This is an optimization exercise on Yosys and OpenROAD, whose aim is small area, not a production implementation.
Where RTL was checked, it was by simulation tests only, not by an equivalence proof against the original.
For run 4, only the layout was checked, not whether the RTL still works.
Power figures rest on the tool's default switching activity, not on a simulated workload.

[design/flow/run.sh]
#!/bin/bash
# synth_recipe.tcl (not shown) runs the flow's synth.tcl, then flattens the netlist and writes it again
# the make line also repeats each setting of config.mk as NAME=value (left out here)
make -C /OpenROAD-flow-scripts/flow DESIGN_CONFIG=/design/flow/config.mk WORK_HOME=/design/flow/orfs CLKGATE_MAP_FILE= SYNTH_SCRIPT=/design/flow/synth_recipe.tcl finish
[design/flow/config.mk]
export PLATFORM = sky130hd
export DESIGN_NAME = traffic
export DESIGN_NICKNAME = traffic
export VERILOG_FILES = /design/flow/design.v
export SDC_FILE = /design/flow/constraint.sdc
export NUM_CORES = 4
export LEC_CHECK = 0
export CAP_MARGIN = 20
export CORE_MARGIN = 2
export CORE_UTILIZATION = 40
export SLEW_MARGIN = 20
[design/flow/constraint.sdc]
create_clock -name core_clock -period 10.0 [get_ports {clk}]
set_input_delay 2.0000 -clock core_clock [delete_from_list [all_inputs] [get_ports {clk}]]
set_output_delay 2.0000 -clock core_clock [all_outputs]
set_load 0.01 [all_outputs]
[design/flow/design.v]
module traffic( rst, clk,
                dip, bt,
                bt_manual,
                led_red, led_yellow, led_green, led_left,
                led_walk_red, led_walk_green,
                LCD_RS, LCD_RW,
                LCD_DATA, LED_out);
input rst;
input clk;
input [1:0] dip;
input bt;
input [7:0] bt_manual;
output reg [3:0] led_red;
output reg [3:0] led_yellow;
output reg [3:0] led_green;
output reg [3:0] led_left;
output reg [3:0] led_walk_red;
output reg [3:0] led_walk_green;
output reg LCD_RS, LCD_RW;
output reg [7:0] LCD_DATA;
output reg [7:0] LED_out;
reg [9:0] r;
reg clk1;
wire r_first = (r == 10'd0);
wire r_last  = (r == 10'd1);
wire tick = r_last & ~clk1;
always @(posedge clk or posedge rst)
    if (rst) begin
        r <= 10'd0;
        clk1 <= 1'b0;
    end else if (r_first) begin
        case (dip)
            2'b00: r <= 10'd1000;
            2'b01: r <= 10'd100;
            2'b10: r <= 10'd10;
            2'b11: r <= 10'd5;
        endcase
    end else begin
        r <= r - 10'd1;
        if (r_last) clk1 <= ~clk1;
    end
reg [3:0] s1, m1, h1;
reg [2:0] s10, m10;
reg [1:0] h10;
reg bt_d, hplus;
wire s1_9  = s1[3] & s1[0];
wire m1_9  = m1[3] & m1[0];
wire h1_9  = h1[3] & h1[0];
wire s59   = s1_9 & s10[2] & s10[0];
wire m59   = m1_9 & m10[2] & m10[0];
wire w_m   = tick & s59;
wire w_h   = w_m & m59;
wire h_inc = w_h | hplus;
always @(posedge clk or posedge rst)
    if (rst) begin
        bt_d <= 1'b0;
        hplus <= 1'b0;
    end else begin
        bt_d <= bt;
        hplus <= bt & ~bt_d;
    end
always @(posedge clk or posedge rst)
    if (rst) begin
        s1 <= 4'd0; s10 <= 3'd0;
    end else if (tick) begin
        if (s59) begin
            s1 <= 4'd0; s10 <= 3'd0;
        end else if (s1_9) begin
            s1 <= 4'd0; s10 <= s10 + 3'd1;
        end else
            s1 <= s1 + 4'd1;
    end
always @(posedge clk or posedge rst)
    if (rst) begin
        m1 <= 4'd0; m10 <= 3'd0;
    end else if (w_m) begin
        if (m59) begin
            m1 <= 4'd0; m10 <= 3'd0;
        end else if (m1_9) begin
            m1 <= 4'd0; m10 <= m10 + 3'd1;
        end else
            m1 <= m1 + 4'd1;
    end
always @(posedge clk or posedge rst)
    if (rst) begin
        h1 <= 4'd0; h10 <= 2'd0;
    end else if (h_inc) begin
        if (h1_9) begin
            h1 <= 4'd0; h10 <= h10 + 2'd1;
        end else if (h10[1] & h1[1] & h1[0]) begin    
            h1 <= 4'd0; h10 <= 2'd0;
        end else
            h1 <= h1 + 4'd1;
    end
reg daynight;
always @(posedge clk or posedge rst)
    if (rst)
        daynight <= 1'b1;
    else if (h10 == 2'd0 && h1[3])
        daynight <= 1'b0;
    else if (h10[1] & h1[1] & h1[0])
        daynight <= 1'b1;
reg [7:0] bm_d;
reg [3:0] trig;
wire [7:0] bm_e = bt_manual & ~bm_d;
wire [2:0] bm_idx = {bm_e[7] | bm_e[6] | bm_e[5] | bm_e[4],
                     bm_e[7] | bm_e[6] | bm_e[3] | bm_e[2],
                     bm_e[7] | bm_e[5] | bm_e[3] | bm_e[1]};
wire bm_lo_any = |bm_e[3:0];
wire bm_hi_any = |bm_e[7:4];
wire bm_lo_mul = (bm_e[0] & (bm_e[1] | bm_e[2] | bm_e[3])) |
                 (bm_e[1] & (bm_e[2] | bm_e[3])) | (bm_e[2] & bm_e[3]);
wire bm_hi_mul = (bm_e[4] & (bm_e[5] | bm_e[6] | bm_e[7])) |
                 (bm_e[5] & (bm_e[6] | bm_e[7])) | (bm_e[6] & bm_e[7]);
wire bm_mul = bm_lo_mul | bm_hi_mul | (bm_lo_any & bm_hi_any);
wire bm_any = bm_lo_any | bm_hi_any;
always @(posedge clk or posedge rst)
    if (rst) begin
        bm_d <= 8'd0;
        trig <= 4'd0;
    end else begin
        bm_d <= bt_manual;
        trig <= {bm_any & ~bm_mul, bm_idx};
    end
wire trig_any = |trig;
localparam [3:0] SA1 = 4'b0000, SB = 4'b0001, SC = 4'b0010, SD = 4'b0011,
                 SE1 = 4'b0100, SF = 4'b0101, SG = 4'b0110, SH = 4'b0111,
                 SA2 = 4'b1000, SE2 = 4'b1100, SMUL = 4'b1111;
localparam [1:0] M_NIGHT = 2'b00, M_DAY = 2'b01, M_MAN = 2'b10, M_PEND = 2'b11;
reg [7:0] c1;      
reg [6:0] cc;      
reg [1:0] md;
reg [3:0] st, st2;
wire step_end = c1[7] & c1[6] & c1[5] & c1[4] & c1[3] & c1[1];    
wire flick    = c1[7] | (&c1[6:1]);                                
wire pend     = md[1] & md[0];
wire jump     = pend & cc[2];                                      
wire at_lim   = md[1] ? (cc[6] & cc[5] & cc[4] & cc[3]) :
                md[0] ? (cc[5] & cc[3]) : (cc[6] & cc[4]);
wire beyond   = at_lim & cc[0];
wire half     = md[1] ? (cc <= 7'd60) : md[0] ? (cc <= 7'd20) : (cc <= 7'd40);
wire jmul     = (st2 == SMUL);
always @(posedge clk or posedge rst)
    if (rst) begin
        c1 <= 8'd0;
        cc <= 7'd0;
        md <= M_NIGHT;
    end else if (jump) begin
        if (!jmul) begin
            cc <= 7'd0;
            md <= M_MAN;
        end
    end else if (step_end) begin
        c1 <= 8'd0;
        cc <= cc + 7'd1;
    end else if (trig_any) begin
        md <= M_PEND;
        c1 <= 8'd0;
        cc <= 7'd0;
    end else if (beyond) begin
        cc <= 7'd0;
        md <= daynight ? M_NIGHT : M_DAY;
    end else
        c1 <= c1 + 8'd1;
reg [3:0] nxt;
always @(*)
    if (!daynight)
        case (st2)
            SA1: nxt = SD;
            SD:  nxt = SF;
            SF:  nxt = SE1;
            SE1: nxt = SG;
            SG:  nxt = SE2;
            default: nxt = SA1;
        endcase
    else
        case (st2)
            SB:  nxt = SA1;
            SA1: nxt = SC;
            SC:  nxt = SA2;
            SA2: nxt = SE1;
            SE1: nxt = SH;
            default: nxt = SB;
        endcase
always @(posedge clk or posedge rst)
    if (rst) begin
        st <= SB;
        st2 <= SB;
    end else if (jump) begin
        if (!jmul) begin
            st <= st2;
            st2 <= st;
        end
    end else if (trig_any) begin
        if (!step_end)
            st2 <= trig[3] ? {1'b0, trig[2:0]} : SMUL;
        else if (!pend)
            st2 <= st;
    end else if (step_end & at_lim) begin
        st2 <= nxt;
        st <= st2;
    end
reg [2:0] lcls;
reg lh, lle, lwg;
always @(posedge clk or posedge rst)
    if (rst) begin
        lcls <= 3'b001;
        lh <= 1'b1;
        lle <= 1'b0;
        lwg <= 1'b0;
    end else begin
        lcls <= st[2:0];
        lh <= half;
        lle <= ~beyond;
        lwg <= half | (~beyond & ~flick);
    end
wire lv = ~lh | lle;
reg [3:0] p_red, p_grn, p_yel, p_left, p_wr, p_wg;
always @(*) begin
    case (lcls)
        3'd0: begin p_red = 4'b0101; p_grn = 4'b1010; p_yel = 4'b1010; p_left = 4'b0000; p_wr = 4'b1010; p_wg = 4'b0101; end
        3'd1: begin p_red = 4'b0111; p_grn = 4'b1000; p_yel = 4'b1000; p_left = 4'b1000; p_wr = 4'b1110; p_wg = 4'b0001; end
        3'd2: begin p_red = 4'b1101; p_grn = 4'b0010; p_yel = 4'b0010; p_left = 4'b0010; p_wr = 4'b1011; p_wg = 4'b0100; end
        3'd3: begin p_red = 4'b0101; p_grn = 4'b0000; p_yel = 4'b1010; p_left = 4'b1010; p_wr = 4'b1111; p_wg = 4'b0000; end
        3'd4: begin p_red = 4'b1010; p_grn = 4'b0101; p_yel = 4'b0101; p_left = 4'b0000; p_wr = 4'b0101; p_wg = 4'b1010; end
        3'd5: begin p_red = 4'b1011; p_grn = 4'b0100; p_yel = 4'b0100; p_left = 4'b0100; p_wr = 4'b0111; p_wg = 4'b1000; end
        3'd6: begin p_red = 4'b1110; p_grn = 4'b0001; p_yel = 4'b0001; p_left = 4'b0001; p_wr = 4'b1101; p_wg = 4'b0010; end
        default: begin p_red = 4'b1010; p_grn = 4'b0000; p_yel = 4'b0101; p_left = 4'b0101; p_wr = 4'b1111; p_wg = 4'b0000; end
    endcase
    led_red        = lv ? p_red : 4'b0000;
    led_green      = (lv & lh) ? p_grn : 4'b0000;
    led_yellow     = (lv & ~lh) ? p_yel : 4'b0000;
    led_left       = (lv & (lh | (lcls == 3'd5))) ? p_left : 4'b0000;
    led_walk_red   = lv ? (lle ? p_wr : 4'b1111) : 4'b0000;
    led_walk_green = lwg ? p_wg : 4'b0000;
end
localparam [2:0] DELAY = 3'b000, FUNCTION_SET = 3'b001, ENTRY_MODE = 3'b010,
                 DISP_ONOFF = 3'b011, LINE1 = 3'b100, LINE2 = 3'b101,
                 DELAY_T = 3'b110, CLEAR_DISP = 3'b111;
reg [2:0] ls;
reg [6:0] lc;
reg [3:0] ld;      
reg lc_end;
always @(*)
    case (ls)
        DELAY:        lc_end = lc[6] & lc[2] & lc[1] & lc[0];             
        FUNCTION_SET, DISP_ONOFF, ENTRY_MODE:
                      lc_end = lc[4] & lc[3] & lc[2] & lc[1];             
        LINE1, LINE2: lc_end = lc[4] & lc[2];                             
        DELAY_T:      lc_end = lc[6] & lc[4];                             
        default:      lc_end = lc[2] & lc[0];                             
    endcase
reg [2:0] ls_nx;
always @(*)
    case (ls)
        DELAY:        ls_nx = FUNCTION_SET;
        FUNCTION_SET: ls_nx = DISP_ONOFF;
        DISP_ONOFF:   ls_nx = ENTRY_MODE;
        ENTRY_MODE:   ls_nx = LINE1;
        LINE1:        ls_nx = LINE2;
        LINE2:        ls_nx = DELAY_T;
        DELAY_T:      ls_nx = CLEAR_DISP;
        default:      ls_nx = LINE1;
    endcase
always @(posedge clk or posedge rst)
    if (rst) begin
        ls <= DELAY;
        lc <= 7'd0;
    end else if (lc_end) begin
        ls <= ls_nx;
        lc <= 7'd0;
    end else
        lc <= lc + 7'd1;
always @(posedge clk or posedge rst)
    if (rst)
        ld <= 4'd0;
    else if (!ls[0])
        case (lc[3:0])
            4'd7:  ld <= {2'b00, h10};
            4'd8:  ld <= h1;
            4'd10: ld <= {1'b0, m10};
            4'd11: ld <= m1;
            4'd13: ld <= {1'b0, s10};
            4'd14: ld <= s1;
            default: ;
        endcase
    else if (lc == 7'd8)
        ld <= {1'b0, lcls} + 4'd1;
    else
        ld <= {3'b000, daynight};
always @(*) begin
    case (ls)
        DELAY:        LED_out = 8'b1000_0000;
        FUNCTION_SET: LED_out = 8'b0100_0000;
        DISP_ONOFF:   LED_out = 8'b0010_0000;
        ENTRY_MODE:   LED_out = 8'b0001_0000;
        LINE1:        LED_out = 8'b0000_1000;
        LINE2:        LED_out = 8'b0000_0100;
        DELAY_T:      LED_out = 8'b0000_0010;
        default:      LED_out = 8'b0000_0001;
    endcase
    case (ls)
        FUNCTION_SET: {LCD_RS, LCD_RW, LCD_DATA} = 10'b0_0_0011_1000;
        DISP_ONOFF:   {LCD_RS, LCD_RW, LCD_DATA} = 10'b0_0_0000_1100;
        ENTRY_MODE:   {LCD_RS, LCD_RW, LCD_DATA} = 10'b0_0_0000_0110;
        LINE1:
            case (lc)
                7'd0:  {LCD_RS, LCD_RW, LCD_DATA} = 10'b0_0_1000_0000;
                7'd1:  {LCD_RS, LCD_RW, LCD_DATA} = 10'b1_0_0101_0100;
                7'd2:  {LCD_RS, LCD_RW, LCD_DATA} = 10'b1_0_0110_1001;
                7'd3:  {LCD_RS, LCD_RW, LCD_DATA} = 10'b1_0_0110_1101;
                7'd4:  {LCD_RS, LCD_RW, LCD_DATA} = 10'b1_0_0110_0101;
                7'd6:  {LCD_RS, LCD_RW, LCD_DATA} = 10'b1_0_0011_1010;
                7'd8, 7'd9, 7'd11, 7'd12, 7'd14, 7'd15:
                       {LCD_RS, LCD_RW, LCD_DATA} = {6'b1_0_0011, ld};
                7'd10, 7'd13:
                       {LCD_RS, LCD_RW, LCD_DATA} = 10'b1_0_0011_1010;
                default: {LCD_RS, LCD_RW, LCD_DATA} = 10'b1_0_0010_0000;
            endcase
        LINE2:
            case (lc)
                7'd0:  {LCD_RS, LCD_RW, LCD_DATA} = 10'b0_0_1100_0000;
                7'd1:  {LCD_RS, LCD_RW, LCD_DATA} = 10'b1_0_0101_0011;
                7'd2:  {LCD_RS, LCD_RW, LCD_DATA} = 10'b1_0_0111_0100;
                7'd3:  {LCD_RS, LCD_RW, LCD_DATA} = 10'b1_0_0110_0001;
                7'd4:  {LCD_RS, LCD_RW, LCD_DATA} = 10'b1_0_0101_0100;
                7'd5:  {LCD_RS, LCD_RW, LCD_DATA} = 10'b1_0_0110_0101;
                7'd7:  {LCD_RS, LCD_RW, LCD_DATA} = 10'b1_0_0011_1010;
                7'd9:  {LCD_RS, LCD_RW, LCD_DATA} = {6'b1_0_0100, ld};
                7'd10: {LCD_RS, LCD_RW, LCD_DATA} = ld[0] ? 10'b1_0_0010_1000 : 10'b1_0_0010_0000;
                7'd11: {LCD_RS, LCD_RW, LCD_DATA} = ld[0] ? 10'b1_0_0100_1110 : 10'b1_0_0010_1000;
                7'd12: {LCD_RS, LCD_RW, LCD_DATA} = ld[0] ? 10'b1_0_0110_1001 : 10'b1_0_0100_0100;
                7'd13: {LCD_RS, LCD_RW, LCD_DATA} = ld[0] ? 10'b1_0_0110_0111 : 10'b1_0_0110_0001;
                7'd14: {LCD_RS, LCD_RW, LCD_DATA} = ld[0] ? 10'b1_0_0110_1000 : 10'b1_0_0111_1001;
                7'd15: {LCD_RS, LCD_RW, LCD_DATA} = ld[0] ? 10'b1_0_0111_0100 : 10'b1_0_0010_1001;
                7'd16: {LCD_RS, LCD_RW, LCD_DATA} = ld[0] ? 10'b1_0_0010_1001 : 10'b1_0_0010_0000;
                default: {LCD_RS, LCD_RW, LCD_DATA} = 10'b1_0_0010_0000;
            endcase
        DELAY_T:      {LCD_RS, LCD_RW, LCD_DATA} = 10'b0_0_0000_0010;
        CLEAR_DISP:   {LCD_RS, LCD_RW, LCD_DATA} = 10'b0_0_0000_0001;
        default:      {LCD_RS, LCD_RW, LCD_DATA} = 10'b1_1_0000_0000;
    endcase
end
endmodule
==> impl_metrics.csv, run 1 <==
group,metric,value,unit
drt,first_pass_iters,5,
power,p_leak,2.779,nW
power,vdd_drop_max,0.00007953,V
logic_synthesis,post_synth_num_cell_types,79,
logic_synthesis,ys.flop_type,"dfrtp_1",
cells_and_area,n_antenna_cell,0,
timing,drv_slew,0,
floorplan,dieArea,15610,sq um
floorplan,die_h,125.0,um
cells_and_area,drive_gt1_frac,0.07163,
logic_synthesis,synth_edf_count,0,
setup_path,worst_ep_required_time,8.00,ns
setup_path,reg2reg_to,"h1[3]$_DFFE_PP0P_",
timing,worstMarginPinSlew,1.077,ns
clocking,cts-root-buf,"clkbuf_16",
placement,portBuffers,54,
placement,placed_cell_area,6476,sq um
clocking,cts_hold_buf,0,
power,cellPowerDensity,137.3,nW/um^2
setup_path,cp-end-kind,"output pin",
timing,rsz0062_at_grt,"no",
global_routing,grt_pass1_wl,24.61,mm
drt,finalWirelength,14.37,mm
setup_path,reg2reg_from,"r[1]$_DFF_PP0_",
clocking,htree_levels,3,
placement,gp_congestion,0.9075,
logic_synthesis,yosysWarningCount,1,
drt,final_antenna_net_count,0,
logic_synthesis,ys_seq_area_frac,0.3902,
clocking,clock_latency,0.35,ns
timing,relSlewSlack,0.2767,
clocking,cts.clk_slew.worst_paths,0.07,ns
clocking,cts_resized,0,
hold_path,min_from,"st[0]$_DFFE_PP1P_",
placement,hpwl,10.36,mm
cells_and_area,nets,754,
global_routing,grt_pass1_vias,5193,
timing,fin_crit,5.181,ns
global_routing,grt_max_degree,57,
setup_path,crit_arrival,3.18,ns
setup_path,worstSetupStartpointType,"flip-flop",
floorplan,die_w,125.0,um
run,maxCapViolCount,0,
floorplan,row_count,44,
timing,fin_skew,0.01001,ns
timing,max_freq,0.1930,GHz
logic_synthesis,synthCells,689,
timing,setup_viol,0,
floorplan,boundaryPins,55,
drt,drt-vias-per-instance,5.853,
hold_path,min_path_type,"flip-flop to flip-flop",
logic_synthesis,synth.avg_cell_area,8.493,sq um
setup_path,crit_path_max_fanout,16,
setup_path,path_class,"flip-flop to output pin",
clocking,cts_sinks,91,
logic_synthesis,synth_async_sr_flop_share,1.000,
timing,final.setup.tns,0,ns
cells_and_area,areaGrowthSynthToFinish,16.38,%
setup_path,r2r_slack,7.39,ns
clocking,clock_path_buffers,2,
status,status,"timing/DRC/antenna clean",
global_routing,gr-usage-all-layers,0.1875,
setup_path,r2r_cells,7,
hold_path,hold_depth,0,
global_routing,antenna_found_initial,0,
drt,avgRoutedWirePerCell,15.79,um
timing,fin_crit_sh,0.5181,
floorplan,fp.coreArea,14420,sq um
logic_synthesis,synth_seq_cells,91,
clocking,post_cts_buffers,0,
clocking,numCtsBuffers,9,
drt,vias,5326,
global_routing,grt_overflow,0,
floorplan,start_util,0.4057,
drt,drt-initial-drc-count,497,
clocking,cts_tree,"built",
hold_path,min_to,"lcls[0]$_DFF_PP1_",
logic_synthesis,synth_fp_nets,722,
timing,hold_viol,0,
logic_synthesis,netlist_area,5852,sq um
drt,drc,0,
cells_and_area,stdcell_area,6810,sq um
area by class of cell:
cell class              instances  area [sq um]
clock inverters                 6         95.09
multi-input cells             527          3271
flip-flops and latches         91          2283
repair buffers                 56         555.5
well taps                     184         230.2
fillers                      1447          7614
clock buffers                  10         239.0
inverters                      36         136.4
cells in the mapped netlist (5+ instances only):
library cell / number / area, sq um
o22ai_1: 5 / 31.28
and3_1: 8 / 50.05
o21ai_0: 65 / 325.3
nand3_1: 36 / 180.2
clkbuf_1: 24 / 90.09
mux2_2: 10 / 112.6
nor2_1: 67 / 251.5
nand2_1: 61 / 229.0
o211ai_1: 7 / 52.55
a221o_1: 5 / 50.05
nor4_1: 6 / 37.54
a21oi_1: 40 / 200.2
ha_1: 20 / 250.2
a21o_1: 6 / 45.04
a31oi_1: 12 / 75.07
nand2b_1: 11 / 68.82
xnor2_1: 11 / 96.34
a22o_1: 6 / 52.55
xor2_1: 7 / 61.31
dfstp_2: 5 / 131.4
o31ai_1: 8 / 60.06
nand4_1: 8 / 50.05
nor3_1: 26 / 130.1
and2_1: 5 / 31.28
inv_1: 33 / 123.9
nor2b_1: 13 / 81.33
dfrtp_1: 86 / 2152
cell usage in the layout, fill, tap and decap left out, drive strengths merged, types with 20 or more instances in the layout:
cell type / n
dfrtp: 86
o21ai: 68
nor2: 67
nand2: 61
clkdlybuf4s50: 54
a21oi: 40
nand3: 37
inv: 36
nor3: 26
ha: 20
power by group:
part	switching [mW]	internal (mW)	leakage, nW
clock network	0.150	0.229	0.164
logic	0.0564	0.0522	1.47
registers	0.0439	0.403	1.14
total	0.251	0.684	2.78
through the flow:
step | instances | power (mW) | util | setup slack, ns | hold slack (ns)
global route | 910 | 0.9840 | 0.4722 | 4.574 | 0.3986
detailed placement | 894 | 0.5626 | 0.4490 | 5.222 | 0.3719
finish | 910 | 0.9347 | 0.4722 | 4.819 | 0.3841
CTS | 910 | 0.9460 | 0.4722 | 4.811 | 0.3878
floorplan | 689 | 0.5285 | - | 5.645 | 0.3568
global placement | 894 | 0.5560 | 0.4490 | 5.278 | 0.3726
cell families after synthesis:
family                   after synthesis  share of synthesized area
AO/OA/AOI/OAI                        204                     0.2247
XOR/XNOR                              18                    0.02694
adder cells (fa/ha/maj)               22                    0.04618
buffers and inverters                 71                    0.05089
flip-flops                            91                     0.3902
multiplexers                          17                    0.03400
AND/OR/NAND/NOR                      266                     0.2271
critical path: stages (launching register included):
cell	delay [ns]
dfrtp_1	0.43
inv_1	0.14
ha_1	0.56
inv_1	0.23
o21ai_1	0.33
nand3_1	0.11
a311o_1	0.39
o211ai_1	0.09
clkdlybuf4s50_1	0.56
layer usage:
| metal | GRT usage | vias up | part of all wire | wire, um |
|---|---|---|---|---|
| met3 | 0.02525 | 22 | 0.041 | 585 |
| met2 | 0.3340 | 128 | 0.51 | 7305 |
| met1 | 0.2343 | 2597 | 0.43 | 6203 |
| met5 | 0 | - | 0 | 0 |
| li1 | - | 2579 | - | - |
| met4 | 0.06536 | 0 | 0.019 | 272 |
worst max-delay path by stage:
stage                          from                 to  slack (ns)  depth (start not counted)
floorplan                       rst  bm_d[0]$_DFF_PP0_        5.64                          1
global placement    lc[1]$_DFF_PP0_        LCD_DATA[3]        5.28                          8
detailed placement  lc[1]$_DFF_PP0_        LCD_DATA[3]        5.22                          8
CTS                 lc[1]$_DFF_PP0_        LCD_DATA[3]        4.81                          8
global route        lc[1]$_DFF_PP0_        LCD_DATA[3]        4.57                          8
finish              lc[1]$_DFF_PP0_        LCD_DATA[3]        4.82                          8
sequential cells by signal, indices dropped and copies added (netlist names), 4 cells and up:
register	count
st2	4
bm_d	8
r	10
ld	4
h1	4
c1	8
m1	4
trig	4
st	4
s1	4
lc	7
cc	7
==> run 2, diff against run 1 <==
--- a/design/flow/config.mk
+++ b/design/flow/config.mk
@@ -9,3 +9,4 @@
 export CORE_MARGIN = 2
 export CORE_UTILIZATION = 40
+export CTS_BUF_LIST = sky130_fd_sc_hd__clkbuf_8
 export SLEW_MARGIN = 20
==> run 2 against run 1 <==
- utilization down 0.70 points
- sequential cell count unchanged
- still clean
- critical path type unchanged
- largest power group unchanged
- area after synthesis did not move
- die area is the same
- combinational power about the same
- total power fell by 9.7%
==> impl_metrics.csv, run 2 <==
group,metric,value,unit
status,status,"timing/DRC/antenna clean",
clocking,cts_resized,0,
cells_and_area,areaGrowthSynthToFinish,14.65,%
cells_and_area,stdcell_area,6709,sq um
placement,placed_cells,894,
power,power_frac_clock,0.342,
timing,drv_slew,0,
clocking,cts-root-buf,"clkbuf_8",
clocking,post_cts_buffers,0,
logic_synthesis,synth.avg_cell_area,8.493,sq um
drt,avgRoutedWirePerCell,15.69,um
floorplan,start_util,0.4057,
drt,drt-vias-per-instance,5.843,
timing,max_freq,0.1919,GHz
logic_synthesis,ys_seq_area_frac,0.3902,
setup_path,cp-startpoint,"lc[1]$_DFF_PP0_",
drt,final_antenna_net_count,0,
setup_path,endpoint,"LCD_DATA[3]",
drt,vias,5317,
cells_and_area,reg_top3,"r (10), bm_d (8), c1 (8)",
floorplan,die_w,125.0,um
setup_path,reg2reg_to,"h1[3]$_DFFE_PP0P_",
drt,finalWirelength,14.28,mm
setup_path,critPathTopFamily,"buffers and inverters",
cells_and_area,n_antenna_cell,0,
global_routing,grt_pass1_wl,24.41,mm
logic_synthesis,synth_fa_ha_area_frac,0.04618,
power,switching_power,0.2383,mW
power,p_leak,2.733,nW
global_routing,antenna_found_initial,0,
setup_path,path_class,"flip-flop to output pin",
global_routing,gr-usage-all-layers,0.1852,
logic_synthesis,synth_largest_area_cell,"dfrtp_1",
logic_synthesis,synth_fp_nets,722,
setup_path,cp-end-kind,"output pin",
clocking,numCtsBuffers,9,
logic_synthesis,synth-simple-area-share,0.2271,
logic_synthesis,synth.most_common_cell,"dfrtp_1",
logic_synthesis,post_synth_num_cell_types,79,
clocking,cts.clk_slew.worst_paths,0.09,ns
timing,relSlewSlack,0.3134,
cells_and_area,drive_gt1_frac,0.07163,
setup_path,crit_arrival,3.21,ns
setup_path,crit_slowest_cell,"clkdlybuf4s50_1",
setup_path,reg2reg_from,"r[1]$_DFF_PP0_",
logic_synthesis,synth_area_leaders,"dfrtp_1, o21ai_0, nor2_1",
drt,drt-initial-drc-count,417,
floorplan,row_count,44,
floorplan,die_h,125.0,um
timing,fin_crit,5.210,ns
drt,first_pass_iters,5,
power,power_frac_comb,0.128,
clocking,cts_sinks,91,
cells_and_area,nets,754,
cells_and_area,largest_reg_flops,10,
power,internal_power,0.6055,mW
timing,fin_skew,0.01278,ns
setup_path,path_cells,"inv_1 > ha_1 > inv_1 > o21ai_1 > nand3_1 > a311o_1 > o211ai_1 > clkdlybuf4s50_1",
clocking,clock_path_buffers,2,
logic_synthesis,ys.flop_type,"dfrtp_1",
logic_synthesis,netlist_area,5852,sq um
cells_and_area,nFillCells,1460,
cells_and_area,layout_commonest_cell,"dfrtp_1",
setup_path,r2r_slack,7.39,ns
clocking,htree_levels,3,
placement,portBuffers,54,
floorplan,fp.coreArea,14420,sq um
setup_path,cp.depth,8,
power,vdd_drop_max,0.00007094,V
setup_path,cp_num_buf_inv,3,
logic_synthesis,synth_top_family_by_area,"simple AND/OR/NAND/NOR gates",
power,cellPowerDensity,125.8,nW/um^2
logic_synthesis,netlist.area_leader.share,0.3678,
timing,hold_viol,0,
timing,worstMarginPinSlew,1.022,ns
floorplan,boundaryPins,55,
logic_synthesis,synth_commonest_cells,"dfrtp_1, nor2_1, o21ai_0",
placement,hpwl,10.36,mm
clocking,cts_tree,"built",
drt,drc,0,
logic_synthesis,yosysWarningCount,1,
power,switching_share,0.2824,
cells_and_area,fin_cells,910,
cells_and_area,regMostFlops,"r",
setup_path,worst_ep_required_time,8.00,ns
global_routing,grt_overflow,0,
logic_synthesis,synth_async_sr_flop_share,1.000,
timing,fin_crit_sh,0.5210,
setup_path,worstSetupStartpointType,"flip-flop",
floorplan,dieArea,15610,sq um
clocking,cts_hold_buf,0,
timing,final.setup.tns,0,ns
setup_path,r2r_cells,7,
cells_and_area,final_cell_mix,"dfrtp_1, nor2_1, o21ai_0, nand2_1, clkdlybuf4s50_1",
logic_synthesis,synth_seq_cells,91,
setup_path,crit_path_max_fanout,16,
placement,gp_congestion,0.9075,
timing,rsz0062_at_grt,"no",
global_routing,grt_pass1_vias,5174,
hold_path,min_path_type,"flip-flop to flip-flop",
timing,setup_viol,0,
logic_synthesis,synth_edf_count,0,
placement,placed_cell_area,6476,sq um
logic_synthesis,synth_compound_gate_area_share,0.2247,
global_routing,grt_max_degree,57,
logic_synthesis,synth_xor_area_frac,0.02694,
run,maxCapViolCount,0,
setup_path,slowest_delay,0.56,ns
logic_synthesis,synthCells,689,
clocking,clock_latency,0.37,ns
logic_synthesis,muxShareOfSynthArea,0.03400,
power,power_frac_seq,0.529,
setup_path,crit_top_cell,"inv_1",
[run 2: changes by cell type in the layout (fill, tap and decap cells not counted)]
| cell | change |
|---|---|
| clkbuf_16 | -9 |
| clkbuf_8 | +9 |
[run 2: per-stage QoR]
stage | hold WS (ns) | setup slack (ns) | util | total power, mW
after floorplan | 0.3568 | 5.645 | - | 0.5285
after global placement | 0.3726 | 5.278 | 0.4490 | 0.5560
after detailed placement | 0.3719 | 5.222 | 0.4490 | 0.5626
after CTS | 0.3957 | 4.774 | 0.4651 | 0.8555
after global routing | 0.4067 | 4.539 | 0.4651 | 0.8945
final | 0.3934 | 4.790 | 0.4651 | 0.8437
[run 2: worst min-delay path by stage]
| stage | start | endpoint | cells past startpoint |
|---|---|---|---|
| final | st[0]$_DFFE_PP1P_ | lcls[0]$_DFF_PP1_ | 0 |
| after floorplan | st[0]$_DFFE_PP1P_ | lcls[0]$_DFF_PP1_ | 0 |
| after CTS | st[0]$_DFFE_PP1P_ | lcls[0]$_DFF_PP1_ | 0 |
| after global routing | st[0]$_DFFE_PP1P_ | lcls[0]$_DFF_PP1_ | 0 |
| after detailed placement | st[0]$_DFFE_PP1P_ | lcls[0]$_DFF_PP1_ | 0 |
| after global placement | st[0]$_DFFE_PP1P_ | lcls[0]$_DFF_PP1_ | 0 |
[run 2: kinds of logic (layout without fill, tap and decap cells)]
group | Yosys count | count (layout)
simple gates | 266 | 266
flops | 91 | 91
mux | 17 | 17
buf+inv | 71 | 108
compound gates | 204 | 204
fa+ha+maj | 22 | 22
xor+xnor | 18 | 18
[run 2: power groups by stage]
stage | Sequential (mW) | Clock, mW | Combinational, mW
after floorplan | 0.436 | 0 | 0.0920
after global placement | 0.451 | 0 | 0.105
after detailed placement | 0.453 | 0 | 0.110
after CTS | 0.446 | 0.299 | 0.110
after global routing | 0.453 | 0.314 | 0.127
final | 0.447 | 0.289 | 0.108
[run 2: layout make-up]
cell class              instances  area, sq um  area share
multi-input cells             527         3271      0.4875
well taps                     184        230.2     0.03432
repair buffers                 56        555.5     0.08281
clock inverters                 6        95.09     0.01417
inverters                      36        136.4     0.02033
flip-flops and latches         91         2283      0.3404
clock buffers                  10        137.6     0.02051
[run 2: metal layers]
layer,share of wire,up-vias,track usage
li1,-,2577,-
met3,0.033,15,0.02567
met2,0.51,113,0.3320
met1,0.44,2612,0.2321
met5,0,-,0
met4,0.014,0,0.05752
==> run 3, diff against run 2 <==
--- a/design/flow/config.mk
+++ b/design/flow/config.mk
@@ -6,7 +6,8 @@
 export NUM_CORES = 4
 export LEC_CHECK = 0
+export ABC_AREA = 1
 export CAP_MARGIN = 20
 export CORE_MARGIN = 2
-export CORE_UTILIZATION = 40
-export CTS_BUF_LIST = sky130_fd_sc_hd__clkbuf_8
+export CORE_UTILIZATION = 70
+export PLACE_DENSITY = 0.8
 export SLEW_MARGIN = 20
==> run 3 against run 2 <==
- sequential share of layout area down 1.6 points
- non-clock buffer count down 1
- utilization up 34 points
==> impl_metrics.csv, run 3 <==
group,metric,value,unit
status,status,"timing/DRC/antenna clean",
floorplan,fp.coreArea,8721,sq um
logic_synthesis,synth.avg_cell_area,7.172,sq um
setup_path,path_class,"flip-flop to output pin",
logic_synthesis,synth_async_sr_flop_share,1.000,
clocking,clock_path_buffers,2,
drt,drt-vias-per-instance,5.757,
clocking,cts.clk_slew.worst_paths,0.10,ns
global_routing,gr-usage-all-layers,0.3228,
power,power_frac_clock,0.326,
cells_and_area,nets,961,
placement,placed_cell_area,6833,sq um
placement,dp_slack,5.667,ns
cells_and_area,largest_reg_flops,10,
power,switching_share,0.3001,
clocking,cts_tree,"built",
drt,drc,0,
logic_synthesis,yosysWarningCount,1,
timing,max_freq,0.2108,GHz
timing,fin_crit,4.744,ns
global_routing,met1_usage,0.4352,
clocking,post_cts_buffers,0,
setup_path,crit_slowest_cell,"dfrtp_1",
global_routing,top_usage_layer,"met2",
power,internal_power,0.5176,mW
timing,layout_setup_ws,5.256,ns
floorplan,die_w,98.63,um
run,maxCapViolCount,0,
logic_synthesis,ys_seq_area_frac,0.3643,
drt,avgRoutedWirePerCell,14.48,um
logic_synthesis,netlist_area,6269,sq um
floorplan,dieArea,9728,sq um
power,switching_power,0.2219,mW
timing,fin_crit_sh,0.4744,
power,cellPowerDensity,105.1,nW/um^2
floorplan,row_count,34,
global_routing,grt_pass1_vias,5742,
timing,drv_slew,0,
cells_and_area,drive_gt1_frac,0.08896,
setup_path,slowest_delay,0.78,ns
timing,rsz0062_at_grt,"no",
cells_and_area,regMostFlops,"r",
floorplan,die_h,98.63,um
setup_path,crit_arrival,2.74,ns
floorplan,boundaryPins,55,
clocking,cts_sinks,91,
timing,fin_skew,0.01560,ns
drt,first_pass_iters,6,
timing,relSlewSlack,0.4662,
logic_synthesis,netlist.area_leader.share,0.3433,
cells_and_area,n_antenna_cell,0,
power,finalPower,0.7394,mW
logic_synthesis,synth_largest_area_cell,"dfrtp_1",
hold_path,min_path_type,"flip-flop to flip-flop",
drt,drt-initial-drc-count,550,
global_routing,grt_max_degree,92,
clocking,numCtsBuffers,9,
floorplan,start_util,0.7188,
placement,portBuffers,54,
cells_and_area,areaGrowthSynthToFinish,12.20,%
clocking,cts_hold_buf,0,
logic_synthesis,synth.most_common_cell,"nand2_1",
drt,vias,5993,
logic_synthesis,synth_commonest_cells,"nand2_1, inv_1, nor2_1",
timing,hold_viol,0,
cells_and_area,reg_top3,"r (10), bm_d (8), c1 (8)",
power,power_frac_seq,0.552,
global_routing,grt_use_met3,0.05390,
setup_path,cp_num_buf_inv,2,
power,p_leak,3.456,nW
logic_synthesis,post_synth_num_cell_types,49,
timing,final.setup.tns,0,ns
logic_synthesis,synth_fp_nets,907,
drt,finalWirelength,15.08,mm
clocking,cts-root-buf,"clkbuf_8",
logic_synthesis,synth_seq_cells,91,
setup_path,critPathTopFamily,"simple AND/OR/NAND/NOR gates",
setup_path,worst_ep_required_time,8.00,ns
logic_synthesis,synth_area_leaders,"dfrtp_1, nand2_1, inv_1",
power,vdd_drop_max,0.0001307,V
clocking,clock_latency,0.36,ns
logic_synthesis,synthCells,874,
setup_path,crit_path_max_fanout,14,
cells_and_area,multi_input_area,3353,sq um
placement,gp_congestion,0.9411,
global_routing,met2_usage,0.5421,
drt,final_antenna_net_count,0,
placement,hpwl,11.35,mm
timing,setup_viol,0,
logic_synthesis,synth_edf_count,0,
cells_and_area,ff_latch_area,2283,sq um
timing,worstMarginPinSlew,0.8006,ns
global_routing,grt_overflow,0,
cells_and_area,final_cell_mix,"nand2_1, inv_1, nor2_1, dfrtp_1, nand3_1",
clocking,htree_levels,3,
setup_path,cp-end-kind,"output pin",
clocking,cts_resized,0,
logic_synthesis,ys.flop_type,"dfrtp_1",
power,power_frac_comb,0.121,
cells_and_area,nFillCells,587,
cells_and_area,stdcell_area,7033,sq um
global_routing,grt_pass1_wl,26.18,mm
cells_and_area,layout_commonest_cell,"nand2_1",
global_routing,antenna_found_initial,0,
setup_path,path_cells,"inv_1 > nand3_1 > nor2_1 > nor2_2 > nand2_1 > nor2_1 > nand2_1 > nand2_1 > nand2_1 > nand2_1 > clkdlybuf4s50_1",
setup_path,crit_top_cell,"nand2_1",
setup_path,worstSetupStartpointType,"flip-flop",
-- run 3: logic make-up (layout without fill, tap and decap cells) --
group / count (synthesis) / after routing / share of synthesized area
simple gates: 487 / 487 / 0.3649
compound gates: 98 / 98 / 0.08862
mux: 1 / 1 / 0.001597
flops: 91 / 91 / 0.3643
buf+inv: 149 / 208 / 0.1016
xor+xnor: 28 / 28 / 0.03912
fa+ha+maj: 20 / 20 / 0.03992
-- run 3: worst paths after layout --
| path | startpoint | to | slack [ns] | depth (start not counted) |
|---|---|---|---|---|
| hold / removal | st[0]$_DFFE_PP1P_ | lcls[0]$_DFF_PP1_ | 0.39 | 0 |
| setup / recovery | lc[3]$_DFF_PP0_ | LCD_DATA[5] | 5.26 | 11 |
| setup reg to reg | c1[6]$_DFFE_PP0P_ | st[2]$_DFFE_PP0P_ | 7.94 | 8 |
| hold reg to reg | st[0]$_DFFE_PP1P_ | lcls[0]$_DFF_PP1_ | 0.39 | 0 |
| min in group asynchronous | rst | bm_d[0]$_DFF_PP0_ | 2.21 | 3 |
| max in group asynchronous | rst | r[4]$_DFF_PP0_ | 7.26 | 3 |
-- run 3: area by class of cell --
class	instances	area share
Clock inverter	7	0.009607
Clock buffer	9	0.01761
Multi-Input combinational cell	634	0.4768
Inverter	137	0.07365
Tap cell	108	0.01921
Timing Repair Buffer	55	0.07846
Sequential cell	91	0.3247
-- run 3: per-layer routing --
metal  vias to the layer above  routed length [um]
li1                       2908                   -
met1                      2783                6453
met2                       265                7348
met3                        37                 996
met4                         0                 276
met5                         -                   0
-- run 3: worst register-to-register path: stages (launching register included) --
cell and delay, ns:
dfrtp_1 0.39, inv_1 0.09, nor2_1 0.14, nand3_1 0.39
inv_1 0.39, nand4_1 0.15, o21ai_2 0.18, nand2_1 0.12
o21ai_0 0.11
-- run 3: power by group through the flow --
stage          logic (mW)  registers, mW  clock network (mW)
5_1_grt             0.102          0.411               0.258
3_3_place_gp       0.0799          0.414                   0
3_5_place_dp       0.0855          0.415                   0
2_1_floorplan      0.0614          0.410                   0
6_report           0.0898          0.408               0.241
4_1_cts            0.0890          0.408               0.242
-- run 3: stage by stage --
step                hold slack, ns  std cells    util
global placement            0.3688       1025  0.7835
finish                      0.3901       1041  0.8065
detailed placement          0.3741       1025  0.7835
floorplan                   0.3606        874       -
global route                0.4005       1041  0.8065
CTS                         0.3896       1041  0.8055
==> run 4, diff against run 3 <==
--- a/design/flow/design.v
+++ b/design/flow/design.v
@@ -21,27 +21,27 @@
 output reg [7:0] LED_out;
 reg [9:0] r;
-reg clk1;
+reg ph;
 wire r_first = (r == 10'd0);
-wire r_last  = (r == 10'd1);
-wire tick = r_last & ~clk1;
+wire tick_d = r_first & ~ph;
 always @(posedge clk or posedge rst)
     if (rst) begin
         r <= 10'd0;
-        clk1 <= 1'b0;
-    end else if (r_first) begin
-        case (dip)
-            2'b00: r <= 10'd1000;
-            2'b01: r <= 10'd100;
-            2'b10: r <= 10'd10;
-            2'b11: r <= 10'd5;
-        endcase
+        ph <= 1'b1;
     end else begin
-        r <= r - 10'd1;
-        if (r_last) clk1 <= ~clk1;
+        ph <= ph ^ r_first;
+        if (r_first)
+            case (dip)
+                2'b00: r <= 10'b1000000100;
+                2'b01: r <= 10'b1001110110;
+                2'b10: r <= 10'b0111000111;
+                2'b11: r <= 10'b0011100000;
+            endcase
+        else
+            r <= {r[8:0], ~(r[9] ^ r[6])};
     end
 reg [3:0] s1, m1, h1;
 reg [2:0] s10, m10;
 reg [1:0] h10;
-reg bt_d, hplus;
+reg bt_d, bt_d2, hplus_d;
 wire s1_9  = s1[3] & s1[0];
 wire m1_9  = m1[3] & m1[0];
@@ -49,19 +49,21 @@
 wire s59   = s1_9 & s10[2] & s10[0];
 wire m59   = m1_9 & m10[2] & m10[0];
-wire w_m   = tick & s59;
+wire w_m   = tick_d & s59;
 wire w_h   = w_m & m59;
-wire h_inc = w_h | hplus;
+wire h_inc = w_h | hplus_d;
 always @(posedge clk or posedge rst)
     if (rst) begin
         bt_d <= 1'b0;
-        hplus <= 1'b0;
+        bt_d2 <= 1'b0;
+        hplus_d <= 1'b0;
     end else begin
         bt_d <= bt;
-        hplus <= bt & ~bt_d;
+        bt_d2 <= bt_d;
+        hplus_d <= bt_d & ~bt_d2;
     end
 always @(posedge clk or posedge rst)
     if (rst) begin
         s1 <= 4'd0; s10 <= 3'd0;
-    end else if (tick) begin
+    end else if (tick_d) begin
         if (s59) begin
             s1 <= 4'd0; s10 <= 3'd0;
@@ -93,12 +95,5 @@
             h1 <= h1 + 4'd1;
     end
-reg daynight;
-always @(posedge clk or posedge rst)
-    if (rst)
-        daynight <= 1'b1;
-    else if (h10 == 2'd0 && h1[3])
-        daynight <= 1'b0;
-    else if (h10[1] & h1[1] & h1[0])
-        daynight <= 1'b1;
+wire daynight = ~((h10 == 2'd0 & h1[3]) | (h10 == 2'd1) | (h10[1] & ~(h1[1] & h1[0])));
 reg [7:0] bm_d;
 reg [3:0] trig;
@@ -275,15 +270,5 @@
     if (rst)
         ld <= 4'd0;
-    else if (!ls[0])
-        case (lc[3:0])
-            4'd7:  ld <= {2'b00, h10};
-            4'd8:  ld <= h1;
-            4'd10: ld <= {1'b0, m10};
-            4'd11: ld <= m1;
-            4'd13: ld <= {1'b0, s10};
-            4'd14: ld <= s1;
-            default: ;
-        endcase
-    else if (lc == 7'd8)
+    else if (lc[3:0] == 4'd8)
         ld <= {1'b0, lcls} + 4'd1;
     else
@@ -312,6 +297,10 @@
                 7'd4:  {LCD_RS, LCD_RW, LCD_DATA} = 10'b1_0_0110_0101;
                 7'd6:  {LCD_RS, LCD_RW, LCD_DATA} = 10'b1_0_0011_1010;
-                7'd8, 7'd9, 7'd11, 7'd12, 7'd14, 7'd15:
-                       {LCD_RS, LCD_RW, LCD_DATA} = {6'b1_0_0011, ld};
+                7'd8:  {LCD_RS, LCD_RW, LCD_DATA} = {8'b1_0_0011_00, h10};
+                7'd9:  {LCD_RS, LCD_RW, LCD_DATA} = {6'b1_0_0011, h1};
+                7'd11: {LCD_RS, LCD_RW, LCD_DATA} = {7'b1_0_0011_0, m10};
+                7'd12: {LCD_RS, LCD_RW, LCD_DATA} = {6'b1_0_0011, m1};
+                7'd14: {LCD_RS, LCD_RW, LCD_DATA} = {7'b1_0_0011_0, s10};
+                7'd15: {LCD_RS, LCD_RW, LCD_DATA} = {6'b1_0_0011, s1};
                 7'd10, 7'd13:
                        {LCD_RS, LCD_RW, LCD_DATA} = 10'b1_0_0011_1010;
==> design/flow/flow/run.sh (new file) <==
#!/bin/bash
# Own layout flow: the standard flow (standard.sh), with
#  - the standard synthesis, except that ABC maps the logic with an area-oriented
#    script (flow/abc.script) instead of ORFS's speed script;
#  - port buffers of the smallest buffer cell;
#  - clock tree buffers from CTS_BUF_LIST without dummy loads.
# Each tool's output is in orfs/logs/; make's own output in own_flow_make.log.
set -euo pipefail
W=$(pwd)
F=$W/flow
sed -e "s|^  log_cmd abc {\*}\$abc_args|  set abc_args [lreplace \$abc_args 1 1 $F/abc.script]\n  log_cmd abc {*}\$abc_args|" \
    "$FLOW_HOME/scripts/synth.tcl" > "$W/own_synth_body.tcl"
grep -q "$F/abc.script" "$W/own_synth_body.tcl"
sed -e "s|source \$::env(SCRIPTS_DIR)/synth.tcl|source $W/own_synth_body.tcl|" "$W/synth_recipe.tcl" > "$W/own_synth.tcl"
grep -q own_synth_body "$W/own_synth.tcl"
CTS="-sink_clustering_enable -repair_clock_nets -dont_use_dummy_load -buf_list sky130_fd_sc_hd__clkbuf_8"
bash "$W/standard.sh" "SYNTH_SCRIPT=$W/own_synth.tcl" \
    "BUFFER_PORTS_ARGS=-buffer_cell sky130_fd_sc_hd__buf_1" \
    "CTS_ARGS=$CTS" finish > "$W/own_flow_make.log" 2>&1
==> design/flow/flow/abc.script (new file) <==
strash
&get -n
&deepsyn -T 20
&put
dch -f
amap
topo
stime -c
==> design/flow/standard.sh (new file) <==
#!/bin/bash
# synth_recipe.tcl (not shown) runs the flow's synth.tcl, then flattens the netlist and writes it again
# the make line also repeats each setting of config.mk as NAME=value (left out here)
make -C /OpenROAD-flow-scripts/flow DESIGN_CONFIG=/design/flow/config.mk WORK_HOME=/design/flow/orfs CLKGATE_MAP_FILE= SYNTH_SCRIPT=/design/flow/synth_recipe.tcl "${@:-finish}"
--- a/design/flow/config.mk
+++ b/design/flow/config.mk
@@ -6,8 +6,6 @@
 export NUM_CORES = 4
 export LEC_CHECK = 0
-export ABC_AREA = 1
 export CAP_MARGIN = 20
 export CORE_MARGIN = 2
-export CORE_UTILIZATION = 70
-export PLACE_DENSITY = 0.8
+export CORE_UTILIZATION = 40
 export SLEW_MARGIN = 20
removed: design/flow/run.sh
==> run 4 against run 3 <==
- total power grew 22%
- first-iteration DRC count down 52%
- critical path depth fell by 3
- clock power down 19%
- clock skew rose by 0.022 ns
- design area decreased by 21%
- routed wire length decreased by 23%
- maximum frequency down 5.0%
- highest routed layer unchanged
- die area up 37%
- sequential cell count stayed put
==> impl_metrics.csv, run 4 <==
group,metric,value,unit
setup_path,r2r_cells,15,
timing,worstMarginPinSlew,0.8611,ns
placement,portBuffers,54,
power,switching_share,0.3458,
logic_synthesis,synth_fp_nets,652,
hold_path,min_to,"bt_d2$_DFF_PP0_",
setup_path,worst_ep_required_time,8.00,ns
logic_synthesis,synth_async_sr_flop_share,1.000,
logic_synthesis,ys_seq_area_frac,0.4580,
drt,drt-initial-drc-count,262,
floorplan,die_h,115.6,um
timing,relSlewSlack,0.4215,
setup_path,worstSetupStartpointType,"flip-flop",
logic_synthesis,yosysWarningCount,1,
cells_and_area,drive_gt1_frac,0.02367,
timing,fin_skew,0.03801,ns
drt,final_antenna_net_count,0,
logic_synthesis,synth_area_leaders,"dfrtp_1, nor2_1, clkinv_1",
status,status,"timing/DRC/antenna clean",
drt,finalWirelength,11.58,mm
global_routing,gr-usage-all-layers,0.1819,
global_routing,antenna_found_initial,0,
floorplan,row_count,40,
placement,gp_congestion,1.034,
logic_synthesis,ys.flop_type,"dfrtp_1",
setup_path,crit_path_max_fanout,12,
logic_synthesis,synth.most_common_cell,"nor2_1",
clocking,clock_path_buffers,2,
floorplan,dieArea,13370,sq um
logic_synthesis,synth_largest_area_cell,"dfrtp_1",
clocking,clock_latency,0.38,ns
cells_and_area,ff_latch_area,2283,sq um
global_routing,grt_max_degree,53,
logic_synthesis,netlist.area_leader.share,0.4316,
power,vdd_drop_max,0.00007665,V
setup_path,r2r_slack,5.48,ns
cells_and_area,fin_cells,844,
clocking,numCtsBuffers,9,
floorplan,start_util,0.4117,
cells_and_area,n_antenna_cell,0,
cells_and_area,nFillCells,1231,
power,internal_power,0.5919,mW
cells_and_area,reg_top3,"r (10), bm_d (8), c1 (8)",
logic_synthesis,post_synth_num_cell_types,40,
clocking,post_cts_buffers,0,
clocking,htree_levels,3,
cells_and_area,final_cell_mix,"nor2_1, clkinv_1, dfrtp_1, buf_1, a21oi_1",
setup_path,reg2reg_to,"h10[0]$_DFFE_PP0P_",
drt,first_pass_iters,7,
clocking,cts_tree,"built",
timing,final.setup.tns,0,ns
floorplan,fp.coreArea,12110,sq um
power,cellPowerDensity,163.8,nW/um^2
hold_path,hold_depth,0,
cells_and_area,post-route-util,0.4561,
setup_path,reg2reg_from,"r[1]$_DFF_PP0_",
setup_path,path_class,"flip-flop to output pin",
placement,hpwl,8.829,mm
drt,drt-vias-per-instance,5.226,
cells_and_area,layout_commonest_cell,"nor2_1",
cells_and_area,nets,716,
logic_synthesis,netlist_area,4986,sq um
cells_and_area,largest_reg_flops,10,
logic_synthesis,synth_seq_cells,91,
hold_path,min_from,"bt_d$_DFF_PP0_",
timing,rsz0062_at_grt,"no",
timing,fin_hold_ws,0.3823,ns
timing,fin_crit_sh,0.4996,
power,switching_power,0.3129,mW
timing,setup_viol,0,
power,p_leak,2.253,nW
timing,hold_viol,0,
clocking,cts.clk_slew.worst_paths,0.08,ns
run,maxCapViolCount,0,
cells_and_area,multi_input_area,2338,sq um
cells_and_area,regMostFlops,"r",
clocking,cts_resized,0,
power,power_frac_comb,0.265,
drt,drc,0,
setup_path,crit_arrival,3.00,ns
global_routing,grt_pass1_vias,4118,
floorplan,boundaryPins,55,
logic_synthesis,synth.avg_cell_area,8.121,sq um
drt,vias,4411,
logic_synthesis,synthCells,614,
cells_and_area,areaGrowthSynthToFinish,10.79,%
power,finalPower,0.9048,mW
timing,drv_slew,0,
logic_synthesis,synth_edf_count,0,
global_routing,grt_pass1_wl,19.37,mm
hold_path,min_path_type,"flip-flop to flip-flop",
clocking,cts_sinks,91,
placement,placed_cells,835,
floorplan,die_w,115.6,um
drt,avgRoutedWirePerCell,13.72,um
timing,max_freq,0.2001,GHz
clocking,cts-root-buf,"clkbuf_8",
power,power_frac_clock,0.216,
global_routing,grt_overflow,0,
setup_path,cp-end-kind,"output pin",
timing,fin_crit,4.996,ns
clocking,cts_hold_buf,0,
power,power_frac_seq,0.519,
logic_synthesis,synth_commonest_cells,"nor2_1, clkinv_1, dfrtp_1",
==> run 4: how the worst max path moves through the flow <==
stage / startpoint / to / slack [ns] / cells after the start
floorplan: lcls[0]$_DFF_PP1_ / led_red[3] / 5.91 / 8
global placement: lc[2]$_DFF_PP0_ / LCD_DATA[0] / 5.53 / 8
detailed placement: lc[2]$_DFF_PP0_ / LCD_DATA[0] / 5.49 / 8
CTS: lc[2]$_DFF_PP0_ / LCD_DATA[0] / 5.09 / 8
global route: r[1]$_DFF_PP0_ / h10[0]$_DFFE_PP0P_ / 4.81 / 15
finish: lc[2]$_DFF_PP0_ / LCD_DATA[0] / 5.00 / 8
==> run 4: cells by family (layout without fill, tap and decap cells) <==
kind of cell               count (synthesis)  after routing  share of synthesized area
buffers and inverters                     97            159                    0.07302
and+or+nand+nor                          246            246                     0.2118
DFF                                       91             91                     0.4580
AOI/OAI and AO/OA                        155            155                     0.1945
adders and majority gates                 25             25                    0.06274
==> run 4: worst max-delay path, stage by stage, from the launching register on <==
cell and delay [ns]:
dfrtp_1 0.50, clkinv_1 0.39, nand2_1 0.27, nor2_1 0.13, or3_1 0.40, a2111o_1 0.29
a2111oi_0 0.41, a211oi_1 0.11, buf_1 0.15
==> run 4: final cells by class <==
| class | instances | share of cell area |
|---|---|---|
| Clock buffer | 9 | 0.02242 |
| Inverter | 95 | 0.06478 |
| Multi-Input combinational cell | 426 | 0.4233 |
| Sequential cell | 91 | 0.4134 |
| Tap cell | 168 | 0.03805 |
| Timing Repair Buffer | 55 | 0.03805 |
==> run 4: power by group through the flow <==
stage	Combinational, mW	Sequential [mW]	Clock (mW)
2_1_floorplan	0.176	0.462	0
3_3_place_gp	0.241	0.476	0
3_5_place_dp	0.241	0.477	0
4_1_cts	0.242	0.470	0.207
5_1_grt	0.275	0.480	0.218
6_report	0.240	0.470	0.195
==> run 4: metrics by stage <==
step	worst slack, ns	instance area [sq um]
floorplan	5.909	4986
global placement	5.529	5400
detailed placement	5.492	5400
CTS	5.094	5524
global route	4.807	5524
finish	5.004	5524
==> run 4: metal layers <==
| layer | global-route usage | routed length (um) |
|---|---|---|
| met4 | 0.09048 | 280 |
| met2 | 0.2955 | 5546 |
| met1 | 0.2353 | 5224 |
| met3 | 0.03190 | 526 |
| met5 | 0 | 0 |
==> run 5, diff against run 4 <==
--- a/design/flow/design.v
+++ b/design/flow/design.v
@@ -20,11 +20,12 @@
 output reg [7:0] LCD_DATA;
 output reg [7:0] LED_out;
+localparam [9:0] R_FIRST = 10'b0000110011;
 reg [9:0] r;
 reg ph;
-wire r_first = (r == 10'd0);
+wire r_first = (r == R_FIRST);
 wire tick_d = r_first & ~ph;
 always @(posedge clk or posedge rst)
     if (rst) begin
-        r <= 10'd0;
+        r <= R_FIRST;
         ph <= 1'b1;
     end else begin
@@ -32,11 +33,11 @@
         if (r_first)
             case (dip)
-                2'b00: r <= 10'b1000000100;
-                2'b01: r <= 10'b1001110110;
-                2'b10: r <= 10'b0111000111;
-                2'b11: r <= 10'b0011100000;
+                2'b00: r <= 10'b1101001111;
+                2'b01: r <= 10'b0101100111;
+                2'b10: r <= 10'b1101101011;
+                2'b11: r <= 10'b0101100001;
             endcase
         else
-            r <= {r[8:0], ~(r[9] ^ r[6])};
+            r <= {r[8:0], r[9] ^ r[6]};
     end
 reg [3:0] s1, m1, h1;
@@ -123,10 +124,12 @@
                  SA2 = 4'b1000, SE2 = 4'b1100, SMUL = 4'b1111;
 localparam [1:0] M_NIGHT = 2'b00, M_DAY = 2'b01, M_MAN = 2'b10, M_PEND = 2'b11;
-reg [7:0] c1;      
+localparam [6:0] C1_START = 7'b0000001, C1_E0 = 7'b1100000, C1_E1 = 7'b1111000;
+reg c1p;
+reg [6:0] c1q;
 reg [6:0] cc;      
 reg [1:0] md;
 reg [3:0] st, st2;
-wire step_end = c1[7] & c1[6] & c1[5] & c1[4] & c1[3] & c1[1];    
-wire flick    = c1[7] | (&c1[6:1]);                                
+wire step_end = c1p & (c1q == C1_E1);                               
+wire flick    = c1p;                                               
 wire pend     = md[1] & md[0];
 wire jump     = pend & cc[2];                                      
@@ -136,7 +139,18 @@
 wire half     = md[1] ? (cc <= 7'd60) : md[0] ? (cc <= 7'd20) : (cc <= 7'd40);
 wire jmul     = (st2 == SMUL);
+wire c1_run = ~jump & ~step_end & ~trig_any & ~beyond;
+always @(posedge clk or posedge rst)
+    if (rst) begin
+        c1p <= 1'b0;
+        c1q <= C1_START;
+    end else if (c1_run) begin
+        c1p <= c1p | (c1q == C1_E0);
+        c1q <= {c1q[5:0], c1q[6] ^ c1q[5]};
+    end else begin
+        c1p <= 1'b0;
+        c1q <= C1_START;
+    end
 always @(posedge clk or posedge rst)
     if (rst) begin
-        c1 <= 8'd0;
         cc <= 7'd0;
         md <= M_NIGHT;
@@ -147,15 +161,12 @@
         end
     end else if (step_end) begin
-        c1 <= 8'd0;
         cc <= cc + 7'd1;
     end else if (trig_any) begin
         md <= M_PEND;
-        c1 <= 8'd0;
         cc <= 7'd0;
     end else if (beyond) begin
         cc <= 7'd0;
         md <= daynight ? M_NIGHT : M_DAY;
-    end else
-        c1 <= c1 + 8'd1;
+    end
 reg [3:0] nxt;
 always @(*)
==> run 5 against run 4 <==
- still clean
- area after synthesis down 3.2%
- total power is 2.5% lower
- sequential share of layout area rose by 1.6 points
- clock skew decreased by 0.0094 ns
- non-clock buffer count did not move
- sequential power down 2%
- critical endpoint is now LCD_DATA[5]
==> impl_metrics.csv, run 5 <==
group,metric,value,unit
status,status,"timing/DRC/antenna clean",
timing,fin_crit_sh,0.4935,
cells_and_area,nets,667,
global_routing,top_usage_layer,"met2",
floorplan,boundaryPins,55,
power,finalPower,0.8821,mW
hold_path,min_from,"bt_d$_DFF_PP0_",
cells_and_area,reg_top3,"r (10), bm_d (8)",
logic_synthesis,synth_async_sr_flop_share,1.000,
logic_synthesis,synth_area_leaders,"dfrtp_1, nor2_1, clkinv_1",
drt,first_pass_iters,4,
clocking,post_cts_buffers,0,
setup_path,crit_path_max_fanout,7,
cells_and_area,largest_reg_flops,10,
placement,hpwl,8.786,mm
setup_path,crit_top_cell,"clkinv_1",
setup_path,r2r_cells,18,
timing,fin_skew,0.02864,ns
drt,drt-initial-drc-count,181,
setup_path,worst_ep_required_time,8.00,ns
global_routing,met1_usage,0.2243,
timing,fin_crit,4.935,ns
setup_path,slowest_delay,0.40,ns
logic_synthesis,synth_largest_area_cell,"dfrtp_1",
floorplan,start_util,0.4054,
power,power_frac_clock,0.215,
drt,finalWirelength,11.14,mm
global_routing,grt_pass1_vias,4026,
setup_path,reg2reg_from,"r[0]$_DFF_PP1_",
power,switching_power,0.2982,mW
timing,worstMarginPinSlew,0.6767,ns
clocking,clock_path_buffers,2,
power,switching_share,0.3381,
drt,avgRoutedWirePerCell,14.28,um
logic_synthesis,synthCells,573,
floorplan,die_w,113.9,um
timing,setup_viol,0,
floorplan,dieArea,12970,sq um
timing,drv_slew,0,
power,vdd_drop_max,0.0001143,V
logic_synthesis,synth.most_common_cell,"nor2_1",
timing,max_freq,0.2027,GHz
clocking,cts_sinks,91,
logic_synthesis,netlist.area_leader.share,0.4198,
cells_and_area,nFillCells,1187,
logic_synthesis,yosysWarningCount,1,
setup_path,path_cells,"clkinv_1 > nand2_1 > nor2_1 > clkinv_1 > nor2_1 > clkinv_1 > o21ai_0 > o211ai_1 > o21ai_0 > o2111ai_1 > a21o_1 > buf_1",
clocking,cts_resized,0,
setup_path,cp-end-kind,"output pin",
setup_path,reg2reg_to,"h10[1]$_DFFE_PP0P_",
logic_synthesis,post_synth_num_cell_types,48,
clocking,clock_latency,0.36,ns
setup_path,crit_arrival,2.93,ns
power,p_leak,2.144,nW
hold_path,min_path_type,"flip-flop to flip-flop",
drt,drc,0,
setup_path,path_class,"flip-flop to output pin",
logic_synthesis,netlist_area,4828,sq um
timing,final.setup.tns,0,ns
power,internal_power,0.5839,mW
floorplan,row_count,40,
logic_synthesis,synth_commonest_cells,"nor2_1, clkinv_1, dfrtp_1",
power,power_frac_seq,0.524,
cells_and_area,drive_gt1_frac,0.03318,
cells_and_area,regMostFlops,"r",
run,maxCapViolCount,0,
placement,gp_congestion,0.9222,
global_routing,gr-usage-all-layers,0.1823,
hold_path,hold_depth,0,
setup_path,cp_num_buf_inv,4,
setup_path,worstSetupStartpointType,"flip-flop",
logic_synthesis,synth_fp_nets,605,
global_routing,grt_pass1_wl,19.06,mm
timing,relSlewSlack,0.5489,
cells_and_area,areaGrowthSynthToFinish,10.44,%
logic_synthesis,ys_seq_area_frac,0.4742,
cells_and_area,final_cell_mix,"nor2_1, clkinv_1, dfrtp_1, buf_1, a21oi_1",
timing,rsz0062_at_grt,"no",
logic_synthesis,synth.avg_cell_area,8.426,sq um
clocking,numCtsBuffers,9,
cells_and_area,stdcell_area,5333,sq um
setup_path,r2r_slack,5.68,ns
logic_synthesis,ys.flop_type,"dfrtp_1",
logic_synthesis,synth_edf_count,0,
drt,final_antenna_net_count,0,
cells_and_area,n_antenna_cell,0,
clocking,cts_tree,"built",
hold_path,min_to,"bt_d2$_DFF_PP0_",
cells_and_area,layout_commonest_cell,"nor2_1",
global_routing,grt_max_degree,57,
clocking,htree_levels,3,
drt,vias,4238,
floorplan,fp.coreArea,11910,sq um
clocking,cts-root-buf,"clkbuf_8",
global_routing,met2_usage,0.3190,
floorplan,die_h,113.9,um
clocking,cts_hold_buf,0,
setup_path,critPathTopFamily,"simple AND/OR/NAND/NOR gates",
placement,portBuffers,54,
global_routing,antenna_found_initial,0,
placement,placed_cell_area,5209,sq um
clocking,cts.clk_slew.worst_paths,0.08,ns
power,power_frac_comb,0.261,
timing,hold_viol,0,
setup_path,crit_slowest_cell,"dfrtp_1",
logic_synthesis,synth_seq_cells,91,
global_routing,grt_overflow,0,
drt,drt-vias-per-instance,5.433,
global_routing,grt_use_met3,0.04463,
power,cellPowerDensity,165.4,nW/um^2
-- run 5: routing by layer --
layer  share of wire  wire length [um]
met1            0.44              4869
met2            0.50              5568
met3           0.045               504
met4           0.018               195
met5               0                 0
-- run 5: worst max-delay path by stage --
stage | slack [ns] | cells past startpoint | endpoint | from
6_report | 5.07 | 12 | LCD_DATA[5] | lc[6]$_DFF_PP0_
5_1_grt | 4.66 | 12 | LCD_DATA[5] | lc[6]$_DFF_PP0_
4_1_cts | 5.14 | 12 | LCD_DATA[5] | lc[6]$_DFF_PP0_
3_5_place_dp | 5.53 | 12 | LCD_DATA[5] | lc[6]$_DFF_PP0_
3_3_place_gp | 5.57 | 12 | LCD_DATA[5] | lc[6]$_DFF_PP0_
2_1_floorplan | 5.95 | 10 | LCD_DATA[3] | lc[6]$_DFF_PP0_
-- run 5: area by class of cell --
class,count,area [sq um],share of cell area
Clock buffer,9,123.9,0.02323
Timing Repair Buffer,55,210.2,0.03942
Multi-Input combinational cell,385,2175,0.4078
Tap cell,147,183.9,0.03449
Sequential cell,91,2290,0.4294
Inverter,93,350.3,0.06570
-- run 5: power by group through the flow --
stage	Combinational, mW	Sequential (mW)	Clock [mW]
floorplan	0.166	0.456	0
global placement	0.226	0.469	0
detailed placement	0.231	0.470	0
CTS	0.232	0.463	0.200
global route	0.262	0.471	0.215
finish	0.230	0.462	0.190
-- run 5: stage by stage --
stage                       util  hold WS, ns  setup slack (ns)  std cells
after floorplan                -       0.3465             5.954        573
after global placement    0.4373       0.3576             5.567        771
after detailed placement  0.4373       0.3621             5.530        771
after CTS                 0.4477       0.3852             5.141        780
after global routing      0.4477       0.3988             4.660        780
final                     0.4477       0.3795             5.065        780
-- run 5: logic make-up after synthesis --
| group | Yosys count | share of synthesized area |
|---|---|---|
| and+or+nand+nor | 227 | 0.2071 |
| adders and majority gates | 19 | 0.04924 |
| xor gates and xnor gates | 1 | 0.001814 |
| buffers and inverters | 97 | 0.07541 |
| DFF | 91 | 0.4742 |
| AOI/OAI and AO/OA | 138 | 0.1923 |

## separate check: timing with driven ports
In the flow no input, the clock included, has a driving cell. The finished layouts below were timed again as built, in two steps. Step 1, drivers: a clkbuf_16 drives clk and a buf_2 each remaining input, both assumed. Step 2, shift: input delay + t, output delay - t, t = (earliest + latest rising clock arrival at the registers) / 2. This alone moves slack from input paths to output paths. a / b / c = no drivers / after step 1 / after step 2; a / b = the first two.
run	t, ns	slack for setup (ns)	hold WS [ns]	latest minus earliest clock arrival (ns)
run 1	0.387	4.819 / 4.779 / 5.166	0.384 / 0.384 / 0.384	0.012 / 0.012
run 2	0.404	4.790 / 4.752 / 5.156	0.393 / 0.393 / 0.393	0.014 / 0.014
run 3	0.390	5.256 / 5.220 / 5.610	0.390 / 0.390 / 0.390	0.019 / 0.019
run 4	0.390	5.004 / 4.972 / 5.362	0.382 / 0.382 / 0.382	0.038 / 0.038
run 5	0.384	5.065 / 5.033 / 5.416	0.380 / 0.380 / 0.380	0.029 / 0.029
After both steps setup and hold are still met in every run listed.
